This is an optimization exercise on Yosys and OpenROAD, whose aim is small area, not a production implementation.
Function was checked by simulation only, so behaviour that the tests miss may differ from the original.
Power is estimated from default activity; no workload was simulated.

==> flow/design.v (excerpt) <==
module snn_rgb (
    input clk,
    input reset_n,                    
    input [2:0] enable_in,            
    input [7:0] r_in,                 
    input [7:0] g_in,                 
    input [7:0] b_in,                 
    output [7:0] r_out,
    output [7:0] g_out,
    output [7:0] b_out
);
parameter n_sp_to_activate = 60;   
parameter w_0_n0 = 8;
parameter w_1_n0 = 37;
parameter w_2_n0 = 141;
parameter bias_n0 = 69;
parameter w_0_n1 = 44;
parameter w_1_n1 = 25;
parameter w_2_n1 = -73;
parameter bias_n1 = 124;
parameter w_0_n2 = 20;
parameter w_1_n2 = -39;
parameter w_2_n2 = -23;
parameter bias_n2 = 8;
parameter w_0_n3 = 137;
parameter w_1_n3 = 72;
parameter w_2_n3 = -113;
parameter bias_n3 = 20;
parameter w_0_n4 = 7;
parameter w_1_n4 = 45;
parameter w_2_n4 = -37;
parameter bias_n4 = -25;
parameter w_0_n5 = 81;
parameter w_1_n5 = 33;
parameter w_2_n5 = 55;
parameter bias_n5 = -57;
parameter w_0_n6 = -89;
parameter w_1_n6 = 0;
parameter w_2_n6 = 132;
parameter bias_n6 = 33;
parameter w_0_n7 = 196;
parameter w_1_n7 = 295;
parameter w_2_n7 = 74;
parameter w_3_n7 = -275;
parameter w_4_n7 = 110;
parameter w_5_n7 = -178;
parameter w_6_n7 = 349;
parameter bias_n7 = 57;
parameter w_0_n8 = -255;
parameter w_1_n8 = 57;
parameter w_2_n8 = -171;
parameter w_3_n8 = 497;
parameter w_4_n8 = -108;
parameter w_5_n8 = 9;
parameter w_6_n8 = -386;
parameter bias_n8 = 92;
reg reset;
reg [7:0] step;
wire r_sp, g_sp, b_sp;
reg [2:0] sp;                           
wire [6:0] h;
wire out_0, out_1;
always @(posedge clk) begin
    reset <= ~reset_n;
end
function [7:0] inc8;
    input [7:0] a;
    integer i;
    reg c;
    begin
        c = 1'b1;
        for (i = 0; i < 8; i = i + 1) begin
            inc8[i] = a[i] ^ c;
            c = a[i] & c;
        end
    end
endfunction
always @(posedge clk) begin
    if (reset)
        step <= 8'd0;
    else
        step <= inc8(step);
end
wire classify     = (step == 8'd252);
  ...
Size in the first run: ~160 flip-flops, roughly 53 I/O pins, roughly 9900 um^2 of cells after synthesis.
clock: 10.0 ns
lec_check: 0
cap_margin: 20
core_margin: 2
core_utilization: 40
cts_buf_list: sky130_fd_sc_hd__clkbuf_8
slew_margin: 20
run.sh (not shown) runs the stock make flow with config.mk's settings and CLKGATE_MAP_FILE= SYNTH_SCRIPT=/design/flow/synth_recipe.tcl, a recipe that flattens the netlist after the stock synthesis.
Next try:
--- a/flow/design.v
+++ b/flow/design.v
@@ -115,17 +115,16 @@
     if (clear)
         x <= X_CLEAR;
     else
         x <= add_rc(x, k);
 end
 endmodule
 module neuron_out #(
     parameter WIDTH = 18,
-    parameter KW = 12,
     parameter FIRE_LSB = 10,
     parameter signed [31:0] W0 = 0,
     parameter signed [31:0] W1 = 0,
     parameter signed [31:0] W2 = 0,
     parameter signed [31:0] W3 = 0,
     parameter signed [31:0] W4 = 0,
     parameter signed [31:0] W5 = 0,
     parameter signed [31:0] W6 = 0,
@@ -138,42 +137,39 @@
     input [6:0] sp,
     output fire
 );
 localparam signed [31:0] V_TH = 500;
 localparam signed [31:0] THRESH = (1 << WIDTH) - (1 << FIRE_LSB);
 localparam [WIDTH-1:0] X_CLEAR = THRESH - V_TH - 1;
 localparam [WIDTH-1:0] X_INIT = INIT + THRESH - V_TH - 1;
 reg [WIDTH-1:0] x;
-reg [KW-1:0] ka, kb;
-wire [KW-1:0] k;
+reg [WIDTH-1:0] ka, kb;
 wire [WIDTH-1:0] cs_s, cs_c;
 assign fire = &x[WIDTH-1:FIRE_LSB];
-function [KW-1:0] wsum_a;
+function [WIDTH-1:0] wsum_a;
     input [3:0] s;
     begin
         wsum_a = BIAS + (s[0] ? W0 : 0) + (s[1] ? W1 : 0) + (s[2] ? W2 : 0) + (s[3] ? W3 : 0);
     end
 endfunction
-function [KW-1:0] wsum_b;
+function [WIDTH-1:0] wsum_b;
     input [2:0] s;
     begin
         wsum_b = (s[0] ? W4 : 0) + (s[1] ? W5 : 0) + (s[2] ? W6 : 0);
     end
 endfunction
 function [WIDTH-1:0] add_rc;
     input [WIDTH-1:0] a;
     input [WIDTH-1:0] b;
-    input integer n;
     integer i;
     reg c;
     begin
         c = 1'b0;
-        add_rc = 0;
-        for (i = 0; i < n; i = i + 1) begin
+        for (i = 0; i < WIDTH; i = i + 1) begin
             add_rc[i] = a[i] ^ b[i] ^ c;
             c = (a[i] & b[i]) | (a[i] & c) | (b[i] & c);
         end
     end
 endfunction
 always @(*) begin
     if (fire)
         ka = -V_TH;
@@ -205,26 +201,25 @@
             3'd2: kb = wsum_b(3'd2);
             3'd3: kb = wsum_b(3'd3);
             3'd4: kb = wsum_b(3'd4);
             3'd5: kb = wsum_b(3'd5);
             3'd6: kb = wsum_b(3'd6);
             default: kb = wsum_b(3'd7);
         endcase
 end
-assign k = add_rc(ka, kb, KW);
-assign cs_s = x;
-assign cs_c = {{(WIDTH-KW){k[KW-1]}}, k};
+assign cs_s = x ^ ka ^ kb;
+assign cs_c = {(x[WIDTH-2:0] & ka[WIDTH-2:0]) | (x[WIDTH-2:0] & kb[WIDTH-2:0]) | (ka[WIDTH-2:0] & kb[WIDTH-2:0]), 1'b0};
 always @(posedge clk) begin
     if (reset)
         x <= X_INIT;
     else if (clear)
         x <= X_CLEAR;
     else
-        x <= add_rc(cs_s, cs_c, WIDTH);
+        x <= add_rc(cs_s, cs_c);
 end
 endmodule
 module snn_rgb (
     input clk,
     input reset_n,                    
     input [2:0] enable_in,            
     input [7:0] r_in,                 
     input [7:0] g_in,                 
@@ -329,20 +324,20 @@
 neuron #(.WIDTH(15), .FIRE_LSB(13), .W0(w_0_n3), .W1(w_1_n3), .W2(w_2_n3), .BIAS(bias_n3)) hidden3_inst (
     .clk(clk), .clear(clear_hidden), .sp_0(sp[0]), .sp_1(sp[1]), .sp_2(sp[2]), .fire(h[3]));
 neuron #(.WIDTH(14), .FIRE_LSB(6), .W0(w_0_n4), .W1(w_1_n4), .W2(w_2_n4), .BIAS(bias_n4)) hidden4_inst (
     .clk(clk), .clear(clear_hidden), .sp_0(sp[0]), .sp_1(sp[1]), .sp_2(sp[2]), .fire(h[4]));
 neuron #(.WIDTH(14), .FIRE_LSB(10), .W0(w_0_n5), .W1(w_1_n5), .W2(w_2_n5), .BIAS(bias_n5)) hidden5_inst (
     .clk(clk), .clear(clear_hidden), .sp_0(sp[0]), .sp_1(sp[1]), .sp_2(sp[2]), .fire(h[5]));
 neuron #(.WIDTH(14), .FIRE_LSB(10), .W0(w_0_n6), .W1(w_1_n6), .W2(w_2_n6), .BIAS(bias_n6)) hidden6_inst (
     .clk(clk), .clear(clear_hidden), .sp_0(sp[0]), .sp_1(sp[1]), .sp_2(sp[2]), .fire(h[6]));
-neuron_out #(.WIDTH(15), .FIRE_LSB(11), .KW(12), .W0(w_0_n7), .W1(w_1_n7), .W2(w_2_n7), .W3(w_3_n7), .W4(w_4_n7),
+neuron_out #(.WIDTH(15), .FIRE_LSB(11), .W0(w_0_n7), .W1(w_1_n7), .W2(w_2_n7), .W3(w_3_n7), .W4(w_4_n7),
              .W5(w_5_n7), .W6(w_6_n7), .BIAS(bias_n7), .INIT(2 * bias_n7)) output0 (
     .clk(clk), .reset(reset), .clear(clear_output), .sp(h), .fire(out_0));
-neuron_out #(.WIDTH(16), .FIRE_LSB(13), .KW(11), .W0(w_0_n8), .W1(w_1_n8), .W2(w_2_n8), .W3(w_3_n8), .W4(w_4_n8),
+neuron_out #(.WIDTH(16), .FIRE_LSB(13), .W0(w_0_n8), .W1(w_1_n8), .W2(w_2_n8), .W3(w_3_n8), .W4(w_4_n8),
              .W5(w_5_n8), .W6(w_6_n8), .BIAS(bias_n8), .INIT(2 * bias_n8)) output1 (
     .clk(clk), .reset(reset), .clear(clear_output), .sp(h), .fire(out_1));
 reg [5:0] num_out0_sp, num_out1_sp;
 wire full0 = (num_out0_sp == n_sp_to_activate);
 wire full1 = (num_out1_sp == n_sp_to_activate);
 always @(posedge clk) begin
     if (clear_hidden) begin
         num_out0_sp <= 6'd0;
What happened: Core utilization fell by 0.59 points; synthesized cell count rose by 2.5%; sequential power fell by about 1%; count of clock-buffer cells in the layout rose by 1; clock power rose by about 3%.

port drivers added, routing unchanged:
How much do the figures lean on ideal ports? The routed layouts below were timed once more, with nothing changed but the port constraints.
Step 1, drivers: a clkbuf_16 drives clk and a buf_2 each remaining input, both assumed.
Step 2 times the ports against the registers' clock, not the clock port: input delays grow and output delays shrink by t, the midpoint of the rising clock arrivals with the driver on.
a / b / c = ideal ports / drivers / drivers and shift; a / b = the first two.
| run | t, ns | setup WS [ns] | slew at the worst register clock pin (ns) | worst slew at a driven data input, ns | cell pins on the clock port's net |
|---|---|---|---|---|---|
| the first run | 0.489 | 1.130 / 1.130 / 1.130 | 0.10 / 0.10 | 0.03 | 1 |
| the second run | 0.495 | 1.941 / 1.941 / 1.941 | 0.10 / 0.10 | 0.05 | 1 |
After both steps setup and hold are still met in every run listed.
